Background: an optimization exercise with open tools, aiming at small area and a short achievable clock period. Do not read the settings as production practice. Only simulation tests tie the RTL to the original design; equivalence was not proved. Power and IR drop assume default switching activity.

$ cat flow/design.v
`timescale 1ns / 1ps
`timescale 1ns / 1ps
`timescale 1ns / 1ps
`timescale 1ns / 1ps
`timescale 1ns / 1ps
module c_aoi22(input a, input b, input c, input d, output y);
    assign y = ~((a & b) | (c & d));
endmodule
module c_nand4(input a, input b, input c, input d, output y);
    assign y = ~(a & b & c & d);
endmodule
module c_nor2(input a, input b, output y);
    assign y = ~(a | b);
endmodule
module c_nand2(input a, input b, output y);
    assign y = ~(a & b);
endmodule
module aor8(input [7:0] s, input [7:0] d, output y);
    assign y = |(s & d);
endmodule
module aor32(input [31:0] s, input [31:0] d, output y);
    wire [3:0] o;
    wire [1:0] n;
    genvar i;
    generate
        for (i = 0; i < 4; i = i + 1) begin : P
            aor8 u(.s(s[8*i+7:8*i]), .d(d[8*i+7:8*i]), .y(o[i]));
        end
    endgenerate
    c_nor2 u0(.a(o[0]), .b(o[1]), .y(n[0]));
    c_nor2 u1(.a(o[2]), .b(o[3]), .y(n[1]));
    c_nand2 u2(.a(n[0]), .b(n[1]), .y(y));
endmodule
module aor4(input [3:0] s, input [3:0] d, output y);
    assign y = |(s & d);
endmodule
module c_xor2(input a, input b, output y);
    assign y = a ^ b;
endmodule
module c_and2(input a, input b, output y);
    assign y = a & b;
endmodule
module c_inv(input a, output y);
    assign y = ~a;
endmodule
module c_aoi21(input a1, input a2, input b1, output y);
    assign y = ~((a1 & a2) | b1);
endmodule
module c_oai21(input a1, input a2, input b1, output y);
    assign y = ~((a1 | a2) & b1);
endmodule
`timescale 1ns / 1ps
module ALU32(
    input [31:0] a,
    input [31:0] b,
    input cin,
    output [31:0] s
);
    wire [31:0] p;
    wire [32:0] G [0:6];
    wire [32:0] P [0:6];
    genvar l, k;
    generate
        for (k = 0; k < 32; k = k + 1) begin : PG
            c_xor2 ux(.a(a[k]), .b(b[k]), .y(p[k]));
            c_and2 ug(.a(a[k]), .b(b[k]), .y(G[0][k+1]));
            assign P[0][k+1] = p[k];
        end
        assign G[0][0] = cin;
        assign P[0][0] = 1'b0;
        for (l = 0; l < 6; l = l + 1) begin : LV
            for (k = 0; k < 33; k = k + 1) begin : B
                if (k >= (1 << l)) begin : C
                    if (l % 2 == 0) begin : ODD
                        c_aoi21 ug(.a1(P[l][k]), .a2(G[l][k - (1 << l)]), .b1(G[l][k]), .y(G[l+1][k]));
                        if (k - (1 << l) >= 1) begin : PP
                            c_nand2 up(.a(P[l][k]), .b(P[l][k - (1 << l)]), .y(P[l+1][k]));
                        end else begin : PZ
                            assign P[l+1][k] = 1'b1;
                        end
                    end else begin : EVEN
                        c_oai21 ug(.a1(P[l][k]), .a2(G[l][k - (1 << l)]), .b1(G[l][k]), .y(G[l+1][k]));
                        if (k - (1 << l) >= 1) begin : PP
                            c_nor2 up(.a(P[l][k]), .b(P[l][k - (1 << l)]), .y(P[l+1][k]));
                        end else begin : PZ
                            assign P[l+1][k] = 1'b0;
                        end
                    end
                end else begin : N
                    c_inv ug(.a(G[l][k]), .y(G[l+1][k]));
                    assign P[l+1][k] = (l % 2 == 0) ? 1'b1 : 1'b0;
                end
            end
        end
        for (k = 0; k < 32; k = k + 1) begin : S
            c_xor2 us(.a(p[k]), .b(G[6][k]), .y(s[k]));
        end
    endgenerate
endmodule
`timescale 1ns / 1ps
`timescale 1ns / 1ps
module RegFile(
    input [31:0] s,
    input [1023:0] d,
    output [31:0] y
);
    genvar b, j;
    generate
        for (b = 0; b < 32; b = b + 1) begin : BIT
            wire [31:0] col;
            for (j = 0; j < 32; j = j + 1) begin : C
                assign col[j] = d[32*j + b];
            end
            aor32 m(.s(s), .d(col), .y(y[b]));
        end
    endgenerate
endmodule
`timescale 1ns / 1ps
module Data_Memory(
    input [6:0] A,
    input [6:0] ip,
    output [31:0] line
);
    wire [6:0] x = A ^ ip;
    wire [6:0] g = A & ip;
    wire c2 = g[1] | (x[1] & g[0]);
    genvar i;
    generate
        for (i = 0; i < 32; i = i + 1) begin : ROW
            wire [4:0] K = i;
            wire t2 = ~(x[2] ^ K[0] ^ c2);
            wire t3 = ~(x[3] ^ K[1] ^ (g[2] | (x[2] & ~K[0])));
            wire t4 = ~(x[4] ^ K[2] ^ (g[3] | (x[3] & ~K[1])));
            wire t5 = ~(x[5] ^ K[3] ^ (g[4] | (x[4] & ~K[2])));
            wire t6 = ~(x[6] ^ K[4] ^ (g[5] | (x[5] & ~K[3])));
            assign line[i] = t2 & t3 & t4 & t5 & t6;
        end
    endgenerate
endmodule
module dm_read(
    input [31:0] line,
    input [255:0] d,  
    output [7:0] y
);
    genvar b, j;
    generate
        for (b = 0; b < 8; b = b + 1) begin : BIT
            wire [31:0] col;
            for (j = 0; j < 32; j = j + 1) begin : C
                assign col[j] = d[8*j + b];
            end
            aor32 m(.s(line), .d(col), .y(y[b]));
        end
    endgenerate
endmodule
module dm_rot(
    input [3:0] oh,
    input [31:0] q,  
    output [31:0] y  
);
    genvar k, b;
    generate
        for (k = 0; k < 4; k = k + 1) begin : BY
            for (b = 0; b < 8; b = b + 1) begin : BI
                aor4 m(.s(oh),
                       .d({q[8*((3 + k) % 4) + b], q[8*((2 + k) % 4) + b],
                           q[8*((1 + k) % 4) + b], q[8*((0 + k) % 4) + b]}),
                       .y(y[8*(3 - k) + b]));
            end
        end
    endgenerate
endmodule
`timescale 1ns / 1ps
module CPU_single_cycle(
    input CLK,
    input Reset,  
    output [31:0] iaddr,  
    input [31:0] idata,  
    output reg tr_rf_we,  
    output reg [4:0] tr_rf_waddr,
    output reg [31:0] tr_rf_wdata,
    output reg tr_dm_we,  
    output reg [6:0] tr_dm_addr,
    output reg [31:0] tr_dm_wdata
);
    genvar i, L;
    wire [5:0] op = idata[31:26];
    wire [4:0] rs = idata[25:21];
    wire [4:0] rt = idata[20:16];
    wire [4:0] rd = idata[15:11];
    wire [4:0] sa = idata[10:6];
    wire [15:0] imm = idata[15:0];
    wire op_add  = (op == 6'b000000);
    wire op_addi = (op == 6'b000001);
    wire op_sub  = (op == 6'b000010);
    wire op_ori  = (op == 6'b010000);
    wire op_and  = (op == 6'b010001);
    wire op_or   = (op == 6'b010010);
    wire op_sll  = (op == 6'b011000);
    wire op_slt  = (op == 6'b011100);
    wire op_sw   = (op == 6'b100110);
    wire op_lw   = (op == 6'b100111);
    wire op_beq  = (op == 6'b110000);
    wire op_bne  = (op == 6'b110001);
    wire op_bgtz = (op == 6'b110010);
    wire op_j    = (op == 6'b111000);
    wire wr_rd = op_add | op_sub | op_and | op_or | op_sll | op_slt;
    wire wr_rt = op_addi | op_ori | op_lw;
    wire pc_en = wr_rd | wr_rt | op_sw | op_beq | op_bne | op_bgtz | op_j;
    wire [4:0] wa = wr_rd ? rd : rt;
    wire rf_we = (wr_rd | wr_rt) & (wa != 5'd0);
    wire [31:0] wdata;
    wire [1023:0] rfd;
    reg  [31:1] rv;
    wire [31:0] rvw = {rv, 1'b0};
    assign rfd[31:0] = 32'd0;
    generate
        for (i = 1; i < 32; i = i + 1) begin : R
            reg [31:0] q;
            always @(posedge CLK)
                if (rf_we && wa == i) q <= wdata;
            assign rfd[32*i+31:32*i] = q;
        end
    endgenerate
    always @(posedge CLK or negedge Reset) begin
        if (Reset == 1'b0)
            rv <= 31'd0;
        else if (rf_we)
            rv[wa] <= 1'b1;
    end
    wire [31:0] selA, selB;
    generate
        for (i = 0; i < 32; i = i + 1) begin : SEL
            assign selA[i] = rvw[i] & (rs == i);
            assign selB[i] = rvw[i] & (rt == i);
        end
    endgenerate
    wire [31:0] A, B;
    RegFile rdA(.s(selA), .d(rfd), .y(A));
    RegFile rdB(.s(selB), .d(rfd), .y(B));
    wire use_imm = op_addi | op_lw | op_sw;
    wire do_sub = op_sub | op_slt | op_bgtz;
    wire [31:0] simm = {{16{imm[15]}}, imm};
    wire [31:0] Bop = use_imm ? simm : (do_sub ? ~B : B);
    wire [31:0] sum;
    ALU32 alu(.a(A), .b(Bop), .cin(do_sub), .s(sum));
    wire lt = (A[31] ^ B[31]) ? A[31] : sum[31];
    wire eq = (A == B);
    wire [31:0] shl = B << sa;
    wire [6:0] ea = A[6:0] + imm[6:0];
    wire [1:0] o = A[1:0] + imm[1:0];
    wire [3:0] oh = {o == 2'd3, o == 2'd2, o == 2'd1, o == 2'd0};
    wire [7:0] wb [0:3];
    assign wb[0] = B[31:24];
    assign wb[1] = B[23:16];
    assign wb[2] = B[15:8];
    assign wb[3] = B[7:0];
    wire [31:0] q;
    generate
        for (L = 0; L < 4; L = L + 1) begin : LANE
            wire [6:0] ip = imm[6:0] + (3 - L);
            wire [31:0] line;
            Data_Memory dec(.A(A[6:0]), .ip(ip), .line(line));
            wire [1:0] k = L - o;
            wire [7:0] wbyte = wb[k];
            wire [255:0] md;
            for (i = 0; i < 32; i = i + 1) begin : ROW
                reg [7:0] b;
                always @(posedge CLK)
                    if (op_sw && line[i]) b <= wbyte;
                assign md[8*i+7:8*i] = b;
            end
            dm_read rd(.line(line), .d(md), .y(q[8*L+7:8*L]));
        end
    endgenerate
    wire [31:0] mdata;
    dm_rot rot(.oh(oh & {4{op_lw}}), .q(q), .y(mdata));
    assign wdata = ({32{op_add | op_addi | op_sub}} & sum)
                 | ({32{op_ori}} & (A | {16'd0, imm}))
                 | ({32{op_and}} & (A & B))
                 | ({32{op_or}}  & (A | B))
                 | ({32{op_sll}} & shl)
                 | ({32{op_slt}} & {31'd0, lt})
                 | mdata;  
    reg [31:2] pc;
    wire [31:2] pc4 = pc + 30'd1;
    wire [31:2] pct = pc4 + {{14{imm[15]}}, imm};
    wire take = (op_beq & eq) | (op_bne & ~eq) | (op_bgtz & ~eq & ~sum[31]);
    wire [31:2] npc = op_j ? {14'd0, imm} : (take ? pct : pc4);
    always @(posedge CLK or negedge Reset) begin
        if (Reset == 1'b0)
            pc <= 30'd0;
        else if (pc_en)
            pc <= npc;
    end
    assign iaddr = {pc, 2'b00};
    always @(posedge CLK or negedge Reset) begin
        if (Reset == 1'b0) begin
            tr_rf_we <= 1'b0;
            tr_dm_we <= 1'b0;
        end else begin
            tr_rf_we <= rf_we;
            tr_dm_we <= op_sw;
        end
    end
    always @(posedge CLK) begin
        tr_rf_waddr <= wa;
        tr_rf_wdata <= wdata;
        tr_dm_addr <= ea;
        tr_dm_wdata <= B;
    end
endmodule
$ cat flow/run.sh
#!/bin/bash
# synth_recipe.tcl (not shown) runs the flow's synth.tcl, then flattens the netlist and writes it again
# the make line also repeats each setting of config.mk as NAME=value (left out here)
make -C /OpenROAD-flow-scripts/flow DESIGN_CONFIG=/design/flow/config.mk WORK_HOME=/design/flow/orfs CLKGATE_MAP_FILE= SYNTH_SCRIPT=/design/flow/synth_recipe.tcl finish
$ cat flow/config.mk
export PLATFORM = sky130hd
export DESIGN_NAME = CPU_single_cycle
export DESIGN_NICKNAME = CPU_single_cycle
export VERILOG_FILES = /design/flow/design.v
export SDC_FILE = /design/flow/constraint.sdc
export NUM_CORES = 4
export LEC_CHECK = 0
export CAP_MARGIN = 30
export CORE_MARGIN = 2
export CORE_UTILIZATION = 40
export CTS_BUF_LIST = sky130_fd_sc_hd__clkbuf_8
export CTS_CLUSTER_SIZE = 20
export PLACE_DENSITY = 0.6
export SETUP_SLACK_MARGIN = 5
export SLEW_MARGIN = 30
export SYNTH_HIERARCHICAL = 1
export TNS_END_PERCENT = 10
$ cat flow/constraint.sdc
create_clock -name core_clock -period 12.0 [get_ports {CLK}]
set_input_delay 2.4000 -clock core_clock [delete_from_list [all_inputs] [get_ports {CLK}]]
set_output_delay 2.4000 -clock core_clock [all_outputs]
set_load 0.01 [all_outputs]
==> results.tsv, run 1 <==
stage	metric	value	unit
clock_network	clk_path_buf_depth	4	
routing	firstDrtPassIters	7	
logic_synthesis	synth-warning-count	8	
timing	final-hold-violation-count	0	
timing	fin_setup_tns	0	ps
routing	drc_errors	0	
final_layout	drive_gt1_share	20.6	%
setup_path	ff2ff_path_depth	22	
routing	dr.first_iter.drc_count	10300	
grt	grt.total_usage	29.0	%
timing	clock.fmax	0.138	GHz
die	io_pins	144	
setup_path	path_max_fanout	33	
setup_path	cp-end-kind	register	
logic_synthesis	async_flop_share	2.92	%
clock_network	holdBufCountCts	0	
setup_path	regToRegStartpoint	rv[18]	
power	p_leak	39.2	nW
timing	max_slew_margin	29.9	%
power	power_density	167	nW/um^2
logic_synthesis	ys_ff_latch	2155	
grt	grt_pass1_wl	506000	microns
timing	hold_slack	518	ps
logic_synthesis	synth_flop_cell	edfxtp_1	
timing	setup_viol	0	
logic_synthesis	netlist_area	95200	sq um
timing	period_share	60.3	%
die	die_x	492	microns
run_status	status	complete, no violations	
logic_synthesis	postSynthAreaPerCell	14.0	sq um
die	initial_core_util	40.1	%
place	dp.final_hpwl	227000	microns
grt	grt_start_max_net_pins	69	
grt	antenna_found_initial	19	
setup_path	critPathCapture	R[17].q[5]	
timing	period_needed	7230	ps
clock_network	clk_pin_slew	60	ps
place	port_buffers	141	
logic_synthesis	synth_enable_flop_cells	2016	
timing	worst_slack	4770	ps
clock_network	cts_tree	done	
routing	viasPerCell	6.47	
logic_synthesis	synth_top_cell_by_area	edfxtp_1	
logic_synthesis	syn-instance-count	6785	
routing	routed_wl	364000	microns
timing	fin_worst_skew	110	ps
clock_network	cts_root_buf	clkbuf_8	
final_layout	nets	7986	
routing	ant_nets	0	
setup_path	path_class	in -> reg	
setup_path	rr_endpoint	R[17].q[5]	
setup_path	cp.required	12760	ps
grt	grt_pass1_vias	69700	
timing	worst-slew-pin-transition	1050	ps
final_layout	stdcell_area	116000	sq um
setup_path	worstPathArrival	7990	ps
final_layout	post-route-util	48.9	%
clock_network	numClockSinks	2155	
logic_synthesis	synthTopCellsByArea	edfxtp_1, a22oi_1, nand4_1	
power	irDropWorstVdd	0.142	mV
setup_path	reg2reg_slack	5980	ps
setup_path	startpoint	idata[22]	
grt	overflow	0	
final_layout	syn_to_final_growth	21.7	%
place	gp_congestion	0.988	
job	cap_violations	0	
clock_network	cts_made_buffers	366	
logic_synthesis	synth.distinct_cells	93	
die	die_h	492	microns
die	rows	179	
clock_network	cts_max_level	5	
routing	vias	72900	
clock_network	clock_latency	1110	ps
setup_path	cp-start-kind	input port	
timing	slew_violations	0	
logic_synthesis	synth_top_area_share	63.6	%
die	core	237000	sq um
place	dp_slack	1560	ps
logic_synthesis	ys_seq_area_share	66.8	%
hold_path	hp-class	reg -> reg	
routing	routedWlPerCell	32.3	microns
timing	rsz0062_at_grt	true	
die	dieArea	242000	sq um
place	placed_area	103000	sq um
==> timing repair <==
action,in CTS,in global routing
buffers inserted,176,80
pin swaps,86,72
hold endpoints to repair,0,0
setup endpoints to repair,3107,1084
gates resized for setup,416,261
gates cloned,24,3
==> how the worst min path moves through the flow <==
stage | from | end | cells past startpoint
global route | rv[5] | rv[5] | 1
detailed placement | rv[5] | rv[5] | 1
finish | rv[10] | rv[10] | 1
global placement | rv[10] | rv[10] | 1
floorplan | rv[1] | rv[1] | 1
CTS | rv[5] | rv[5] | 1
==> worst max-delay path: stages <==
cell,delay (ps)
buf_2,320
nand2_1,150
nor2_4,310
and3_4,400
a22oi_1,120
nand4_1,200
nor2_4,110
nand2_4,250
buf_12,170
inv_1,70
ha_4,380
xor2_4,420
nor3_2,210
a22oi_1,260
nand4_1,210
nor2_1,360
nand2_2,240
a22oi_1,230
nand2_1,120
a221o_1,280
nor2_1,310
o21ai_2,100
buf_6,270
==> layer usage <==
| layer | track usage [%] | up-vias | share of wire (%) |
|---|---|---|---|
| met3 | 9.01 | 1315 | 12 |
| li1 | - | 30000 | - |
| met5 | 0 | - | 0.026 |
| met2 | 43.0 | 5256 | 43 |
| met1 | 36.9 | 36300 | 36 |
| met4 | 18.6 | 16 | 7.7 |
==> flip-flops by register name (all words and copies together), names as in the netlist <==
signal,cells
R.q,992
pc,30
tr_dm_addr,7
tr_rf_wdata,32
tr_dm_wdata,32
LANE.ROW.b,1024
tr_rf_we,1
tr_rf_waddr,5
tr_dm_we,1
rv,31
==> stage by stage <==
step	instances	total power (W)
2_1_floorplan	6914	0.0108
3_3_place_gp	10300	0.0123
3_5_place_dp	10300	0.0124
4_1_cts	11200	0.0190
5_1_grt	11200	0.0199
6_report	11300	0.0193
==> kinds of logic after synthesis <==
kind of cell    Yosys count  synth area share [%]
compound gates         2121                  16.4
xor+xnor                243                  2.58
fa+ha+maj               161                  2.13
buf+inv                 329                  1.38
flops                  2155                  66.8
mux                      84                  1.59
other cells               1               0.00394
simple gates           1691                  9.03
==> power by group <==
group | switching (W) | internal, W | total [W]
Sequential | 0.000153 | 0.00862 | 0.00877
Clock | 0.00303 | 0.00329 | 0.00632
Combinational | 0.00292 | 0.00130 | 0.00422
Total | 0.00611 | 0.0132 | 0.0193
==> synthesized netlist by cell type, types with 53 or more instances <==
master,number
a21oi_1,111
a21oi_2,75
a22oi_1,1601
and2_1,171
and3_1,69
clkbuf_1,101
dfrtp_1,63
dfxtp_1,76
edfxtp_1,2016
ha_1,159
inv_1,199
mux4_2,53
nand2_1,321
nand3_1,106
nand4_1,405
nor2_1,370
nor3_1,155
o21ai_0,70
o21ai_1,56
xnor2_1,105
xor2_1,110
==> placed cells by master, fill, tap and decap left out, types with 80 or more instances in the layout <==
| cell | Yosys | layout |
|---|---|---|
| edfxtp_1 | 2016 | 2016 |
| a22oi_1 | 1601 | 1595 |
| nand4_1 | 405 | 405 |
| clkbuf_8 | 0 | 388 |
| buf_4 | 6 | 362 |
| inv_1 | 199 | 312 |
| nand2_1 | 321 | 278 |
| nor2_1 | 370 | 248 |
| and2_1 | 171 | 168 |
| ha_1 | 159 | 153 |
| conb_1 | 1 | 130 |
| clkdlybuf4s50_1 | 0 | 123 |
| nand3_1 | 106 | 97 |
| a21oi_1 | 111 | 95 |
| xnor2_1 | 105 | 92 |
| a21oi_2 | 75 | 90 |
| xor2_1 | 110 | 80 |
==> per-module statistics from Yosys, one instance, submodules excluded, excerpt <==
| module | cells inside | flops+latches | area, sq um | copies in the design |
|---|---|---|---|---|
| CPU_single_cycle | 3748 | 2155 | 74700 | 1 |
| Data_Memory | 87 | 0 | 659 | 4 |
| aor8 | 5 | 0 | 36.3 | 384 |
| aor4 | 3 | 0 | 18.8 | 32 |
| c_aoi21 | 1 | 0 | 8.76 | 75 |
| c_xor2 | 1 | 0 | 8.76 | 64 |
| c_and2 | 1 | 0 | 6.26 | 31 |
| c_oai21 | 1 | 0 | 5.00 | 54 |
| c_inv | 1 | 0 | 3.75 | 63 |
| c_nand2 | 1 | 0 | 3.75 | 150 |
| c_nor2 | 1 | 0 | 3.75 | 236 |
==> area by class of cell <==
type	count	area, sq um
sequential	2155	63600
clock buffer	388	5340
timing repair buffer	610	5850
clock inverter	259	1470
antenna	18	45.0
tap	3167	3960
fill	20300	121000
multi-input combinational	4457	34900
inverter	201	759
==> run 2, diff against run 1 <==
--- a/flow/design.v
+++ b/flow/design.v
@@ -20,2 +20,19 @@
 endmodule
+module aor7(input [6:0] s, input [6:0] d, output y);
+    assign y = |(s & d);
+endmodule
+module aor31(input [30:0] s, input [30:0] d, output y);
+    wire [3:0] o;
+    wire [1:0] n;
+    aor7 u7(.s(s[6:0]), .d(d[6:0]), .y(o[0]));
+    genvar i;
+    generate
+        for (i = 1; i < 4; i = i + 1) begin : P
+            aor8 u(.s(s[8*i+6:8*i-1]), .d(d[8*i+6:8*i-1]), .y(o[i]));
+        end
+    endgenerate
+    c_nor2 u0(.a(o[0]), .b(o[1]), .y(n[0]));
+    c_nor2 u1(.a(o[2]), .b(o[3]), .y(n[1]));
+    c_nand2 u2(.a(n[0]), .b(n[1]), .y(y));
+endmodule
 module aor32(input [31:0] s, input [31:0] d, output y);
@@ -51,2 +68,8 @@
 endmodule
+module c_nand3(input a, input b, input c, output y);
+    assign y = ~(a & b & c);
+endmodule
+module c_ao22(input a, input b, input c, input d, output y);
+    assign y = (a & b) | (c & d);
+endmodule
 `timescale 1ns / 1ps
@@ -75,3 +98,3 @@
                         c_aoi21 ug(.a1(P[l][k]), .a2(G[l][k - (1 << l)]), .b1(G[l][k]), .y(G[l+1][k]));
-                        if (k - (1 << l) >= 1) begin : PP
+                        if (k >= (2 << l)) begin : PP
                             c_nand2 up(.a(P[l][k]), .b(P[l][k - (1 << l)]), .y(P[l+1][k]));
@@ -82,3 +105,3 @@
                         c_oai21 ug(.a1(P[l][k]), .a2(G[l][k - (1 << l)]), .b1(G[l][k]), .y(G[l+1][k]));
-                        if (k - (1 << l) >= 1) begin : PP
+                        if (k >= (2 << l)) begin : PP
                             c_nor2 up(.a(P[l][k]), .b(P[l][k - (1 << l)]), .y(P[l+1][k]));
@@ -102,4 +125,4 @@
 module RegFile(
-    input [31:0] s,
-    input [1023:0] d,
+    input [30:0] s,
+    input [991:0] d,
     output [31:0] y
@@ -109,7 +132,7 @@
         for (b = 0; b < 32; b = b + 1) begin : BIT
-            wire [31:0] col;
-            for (j = 0; j < 32; j = j + 1) begin : C
+            wire [30:0] col;
+            for (j = 0; j < 31; j = j + 1) begin : C
                 assign col[j] = d[32*j + b];
             end
-            aor32 m(.s(s), .d(col), .y(y[b]));
+            aor31 m(.s(s), .d(col), .y(y[b]));
         end
@@ -123,4 +146,10 @@
 );
-    wire [6:0] x = A ^ ip;
+    wire [6:0] x;
     wire [6:0] g = A & ip;
+    genvar n;
+    generate
+        for (n = 0; n < 7; n = n + 1) begin : X
+            c_xor2 ux(.a(A[n]), .b(ip[n]), .y(x[n]));
+        end
+    endgenerate
     wire c2 = g[1] | (x[1] & g[0]);
@@ -158,2 +187,3 @@
     input [31:0] q,  
+    input [31:0] other_n,
     output [31:0] y  
@@ -164,6 +194,6 @@
             for (b = 0; b < 8; b = b + 1) begin : BI
-                aor4 m(.s(oh),
-                       .d({q[8*((3 + k) % 4) + b], q[8*((2 + k) % 4) + b],
-                           q[8*((1 + k) % 4) + b], q[8*((0 + k) % 4) + b]}),
-                       .y(y[8*(3 - k) + b]));
+                wire n0, n1;
+                c_aoi22 u0(.a(oh[0]), .b(q[8*((0 + k) % 4) + b]), .c(oh[1]), .d(q[8*((1 + k) % 4) + b]), .y(n0));
+                c_aoi22 u1(.a(oh[2]), .b(q[8*((2 + k) % 4) + b]), .c(oh[3]), .d(q[8*((3 + k) % 4) + b]), .y(n1));
+                c_nand3 u2(.a(n0), .b(n1), .c(other_n[8*(3 - k) + b]), .y(y[8*(3 - k) + b]));
             end
@@ -219,4 +249,11 @@
             reg [31:0] q;
+            wire we = rf_we && wa == i;
+            wire hold = ~we;
+            wire [31:0] dn;
+            genvar b2;
+            for (b2 = 0; b2 < 32; b2 = b2 + 1) begin : H
+                c_ao22 h(.a(we), .b(wdata[b2]), .c(hold), .d(q[b2]), .y(dn[b2]));
+            end
             always @(posedge CLK)
-                if (rf_we && wa == i) q <= wdata;
+                q <= dn;
             assign rfd[32*i+31:32*i] = q;
@@ -238,4 +275,4 @@
     wire [31:0] A, B;
-    RegFile rdA(.s(selA), .d(rfd), .y(A));
-    RegFile rdB(.s(selB), .d(rfd), .y(B));
+    RegFile rdA(.s(selA[31:1]), .d(rfd[1023:32]), .y(A));
+    RegFile rdB(.s(selB[31:1]), .d(rfd[1023:32]), .y(B));
     wire use_imm = op_addi | op_lw | op_sw;
@@ -268,4 +305,11 @@
                 reg [7:0] b;
+                wire we = op_sw & line[i];
+                wire hold = ~we;
+                wire [7:0] dn;
+                genvar b2;
+                for (b2 = 0; b2 < 8; b2 = b2 + 1) begin : H
+                    c_ao22 h(.a(we), .b(wbyte[b2]), .c(hold), .d(b[b2]), .y(dn[b2]));
+                end
                 always @(posedge CLK)
-                    if (op_sw && line[i]) b <= wbyte;
+                    b <= dn;
                 assign md[8*i+7:8*i] = b;
@@ -275,11 +319,9 @@
     endgenerate
-    wire [31:0] mdata;
-    dm_rot rot(.oh(oh & {4{op_lw}}), .q(q), .y(mdata));
-    assign wdata = ({32{op_add | op_addi | op_sub}} & sum)
-                 | ({32{op_ori}} & (A | {16'd0, imm}))
-                 | ({32{op_and}} & (A & B))
-                 | ({32{op_or}}  & (A | B))
-                 | ({32{op_sll}} & shl)
-                 | ({32{op_slt}} & {31'd0, lt})
-                 | mdata;  
+    wire [31:0] other = ({32{op_add | op_addi | op_sub}} & sum)
+                      | ({32{op_ori}} & (A | {16'd0, imm}))
+                      | ({32{op_and}} & (A & B))
+                      | ({32{op_or}}  & (A | B))
+                      | ({32{op_sll}} & shl)
+                      | ({32{op_slt}} & {31'd0, lt});
+    dm_rot rot(.oh(oh & {4{op_lw}}), .q(q), .other_n(~other), .y(wdata));
     reg [31:2] pc;
==> run 2 against run 1 <==
Die area fell by 3.0%. Final cell count increased by 16%. Clock-buffer cell count increased by 96. Design area fell by 1.9%. Power shrank 19%. Via count rose by 25%. Critical path depth is 2 higher.
==> results.tsv, run 2 <==
stage	metric	value	unit	change
timing	period_share	60.2	%	was 60.3%
logic_synthesis	synth.distinct_cells	89		was 93
clock_network	clock_latency	1160	ps	was 1110 ps
grt	grt_pass1_vias	85400		was 69700
logic_synthesis	synth_flop_cell	dfxtp_1		was edfxtp_1
setup_path	cp.required	13020	ps	was 12760 ps
power	irDropWorstVdd	0.0977	mV	was 0.142 mV
routing	viasPerCell	6.95		was 6.47
final_layout	stdcell_area	114000	sq um	was 116000 sq um
setup_path	regToRegStartpoint	rv[4]		was rv[18]
setup_path	cp-end-kind	register		unchanged
clock_network	clk_pin_slew	60	ps	about the same
timing	fin_setup_tns	0	ps	unchanged
logic_synthesis	syn-instance-count	8843		was 6785
die	die_h	484	microns	was 492 microns
timing	max_slew_margin	30.3	%	was 29.9%
timing	fin_worst_skew	91.7	ps	was 110 ps
timing	clock.fmax	0.138	GHz	about the same
logic_synthesis	netlist_area	92300	sq um	was 95200 sq um
final_layout	largest_register	LANE.ROW.b		unchanged
setup_path	reg2reg_slack	6030	ps	was 5980 ps
grt	grt_start_max_net_pins	130		was 69
setup_path	path_class	in -> reg		unchanged
setup_path	worstPathArrival	8240	ps	was 7990 ps
place	port_buffers	141		unchanged
power	p_seq_share	47.3	%	was 45.4%
timing	final-hold-violation-count	0		unchanged
routing	vias	91100		was 72900
die	dieArea	235000	sq um	was 242000 sq um
clock_network	cts_made_buffers	373		was 366
setup_path	path_max_fanout	16		was 33
grt	antenna_found_initial	30		was 19
final_layout	largest_reg_flops	1024		unchanged
logic_synthesis	ys_ff_latch	2155		unchanged
timing	worst-slew-pin-transition	1050	ps	about the same
die	initial_core_util	40.2	%	was 40.1%
final_layout	biggestRegsByFlops	LANE.ROW.b (1024), R.q (992)		unchanged
final_layout	most-common-layout-cells	dfxtp_1, a22o_1, a22oi_1		was edfxtp_1, a22oi_1, nand4_1
power	p_leak	44.8	nW	was 39.2 nW
die	rows	176		was 179
setup_path	rr_endpoint	R[10].q[28]		was R[17].q[5]
power	power.total	0.0156	W	was 0.0193 W
die	io_pins	144		unchanged
logic_synthesis	ys_seq_area_share	47.1	%	was 66.8%
clock_network	cts_max_level	5		unchanged
final_layout	drive_gt1_share	19.3	%	was 20.6%
logic_synthesis	synth_enable_flop_cells	0		was 2016
place	dp.final_hpwl	255000	microns	was 227000 microns
logic_synthesis	synth_most_common_cell	dfxtp_1		was edfxtp_1
clock_network	cts_root_buf	clkbuf_8		unchanged
routing	routed_wl	437000	microns	was 364000 microns
place	gp_congestion	0.988		about the same
power	power_frac_comb	7.9	%	was 21.9%
routing	dr.first_iter.drc_count	13500		was 10300
grt	overflow	0		unchanged
logic_synthesis	synth-warning-count	8		unchanged
clock_network	clk_path_buf_depth	4		unchanged
place	placed_area	99100	sq um	was 103000 sq um
run_status	status	complete, no violations		unchanged
routing	firstDrtPassIters	13		was 7
power	switching_share	26.1	%	was 31.6%
logic_synthesis	synthTopCellsByArea	dfxtp_1, a22o_1, a22oi_1		was edfxtp_1, a22oi_1, nand4_1
power	power_switching	0.00407	W	was 0.00611 W
setup_path	cp-start-kind	input port		unchanged
routing	drc_errors	0		unchanged
setup_path	ff2ff_path_depth	22		unchanged
routing	routedWlPerCell	33.3	microns	was 32.3 microns
clock_network	cts_tree	done		unchanged
logic_synthesis	synth_commonest_cells	dfxtp_1, a22o_1, a22oi_1, nand2_1, nor2_1		was edfxtp_1, a22oi_1, nand4_1, nor2_1, nand2_1
final_layout	nets	9934		was 7986
timing	rsz0062_at_grt	true		unchanged
final_layout	post-route-util	49.5	%	was 48.9%
clock_network	numClockSinks	2155		unchanged
final_layout	syn_to_final_growth	23.2	%	was 21.7%
job	cap_violations	0		unchanged
hold_path	min_from	LANE[3].ROW[6].b[4]		was rv[10]
hold_path	min_to	LANE[3].ROW[6].b[4]		was rv[10]
timing	setup_viol	0		unchanged
grt	grt_pass1_wl	615000	microns	was 506000 microns
die	die_x	484	microns	was 492 microns
power	power_density	137	nW/um^2	was 167 nW/um^2
logic_synthesis	async_flop_share	2.92	%	unchanged
logic_synthesis	synth_top_cell_by_area	dfxtp_1		was edfxtp_1
logic_synthesis	postSynthAreaPerCell	10.4	sq um	was 14.0 sq um
timing	slew_violations	0		unchanged
grt	grt.total_usage	35.2	%	was 29.0%
routing	ant_nets	0		unchanged
power	clkPwrFrac	44.8	%	was 32.7%
power	internal-power	0.0115	W	was 0.0132 W
final_layout	layout_commonest_cell	dfxtp_1		was edfxtp_1
hold_path	hp-class	reg -> reg		unchanged
timing	period_needed	7220	ps	was 7230 ps
logic_synthesis	synth_top_area_share	45.4	%	was 63.6%
clock_network	holdBufCountCts	0		unchanged
hold_path	min_path_cells	1		unchanged
die	core	230000	sq um	was 237000 sq um
==> run 2: cell count changes after synthesis, sizes merged, moves of 129 or more <==
cell	before	now
a22o	0	2016
nand2	322	473
and2	173	37
dfxtp	76	2092
edfxtp	2016	0
inv	199	328
==> run 2: worst max path at each step <==
stage                    from     endpoint  slack [ps]  depth (start not counted)
finish              idata[22]   R[8].q[16]        4780                         25
floorplan           idata[21]  R[27].q[12]        5000                         17
detailed placement  idata[18]       pc[25]        1720                         28
global route        idata[21]   R[26].q[7]        4900                         22
global placement    idata[17]       pc[25]        1710                         26
CTS                 idata[22]  R[19].q[17]        4880                         21
==> run 2: what timing repair did <==
item,CTS,global route
pin swaps,164,100
cloned,45,8
setup endpoints to repair,2078,1054
resized for setup,493,239
buffers inserted,234,70
==> run 2: power by group through the flow <==
stage               Sequential, W  Combinational [W]  Clock [W]
floorplan                 0.00747           0.000710          0
global placement          0.00749            0.00108          0
detailed placement        0.00749            0.00110          0
CTS                       0.00735            0.00117    0.00700
global route              0.00736            0.00132    0.00733
finish                    0.00736            0.00123    0.00698
==> run 2: layout make-up <==
| class | count | area, sq um |
|---|---|---|
| Tap cell | 3026 | 3790 |
| Sequential cell | 2155 | 43500 |
| Clock buffer | 484 | 6660 |
| Multi-Input combinational cell | 6290 | 51200 |
| Fill cell | 20800 | 116000 |
| Inverter | 328 | 1230 |
| Antenna cell | 19 | 47.5 |
| Clock inverter | 175 | 998 |
| Timing Repair Buffer | 632 | 6310 |
==> run 2: through the flow <==
step	std cells	setup WS (ps)	hold slack, ps
detailed placement	12100	1720	453
global placement	12100	1710	444
floorplan	8844	5000	432
global route	13100	4900	479
finish	13100	4780	471
CTS	13000	4880	473
==> run 2: modules after synthesis, one instance, submodules excluded, excerpt <==
module / flops+latches / cell area (sq um)
aor7: 0 / 30.0
c_inv: 0 / 3.75
c_xor2: 0 / 8.76
c_ao22: 0 / 8.76
c_and2: 0 / 6.26
c_oai21: 0 / 5.00
c_aoi22: 0 / 12.5
==> run 2: per-layer routing <==
layer	vias up	part of all wire (%)	track usage [%]
met2	6505	40	49.2
li1	37900	-	-
met5	-	0.095	1.39
met4	20	7.9	23.3
met3	1585	14	14.7
met1	45000	38	43.7
==> run 2: cells by family (layout without fill, tap and decap cells) <==
kind of cell,count (synthesis),after routing,share of synthesized area (%)
buffers and inverters,452,1619,1.94
AO/OA/AOI/OAI,4100,4100,36.2
AND/OR/NAND/NOR,1667,1720,8.73
XOR/XNOR,246,246,2.47
flip-flops,2155,2155,47.1
adder cells (fa/ha/maj),120,120,1.64
other,1,21,0.00406
multiplexers,102,102,1.91
==> run 2: worst max-delay path, cell delays in order <==
cell and delay, ps:
clkbuf_4 270, and3b_2 330, buf_12 150, and3_2 420, a22oi_1 290, nand4_1 250
nor2_1 450, nand2_1 380, xor2_1 260, buf_4 170, buf_4 130, a21oi_2 180
o21ai_1 150, a21oi_2 170, o21ai_1 90, a21oi_2 190, inv_1 80, xor2_1 200
a22oi_1 220, o211ai_1 340, a221oi_4 420, buf_12 180, nand3_4 90, buf_4 190
a22o_1 200

## afterwards: timing with drivers on the ports
The flow's constraints put no driver on any port. The routed layouts listed below were extracted and timed again, unchanged, in two steps.
Step 1 sets driving cells, clkbuf_16 on the clock port and buf_2 on the other inputs (assumed; they add their load-dependent delay and slew).
Step 2, shift: input delay + t, output delay - t, t = (earliest + latest rising clock arrival at the registers) / 2. This alone moves slack from input paths to output paths.
Slacks: no drivers / after step 1 / after step 2; pairs: no drivers / after step 1.
| run | shift t [ns] | setup slack, ns | worst setup path at the end |
|---|---|---|---|
| run 1 | 1.150 | 4.767 / 4.797 / 3.647 | input to register |
| run 2 | 1.212 | 4.779 / 4.823 / 3.611 | input to register |
After both steps every run listed still meets setup and hold. For run 2, which loses most, drivers alone change the setup slack by +0.044 ns; drivers and shift together by -1.168 ns.
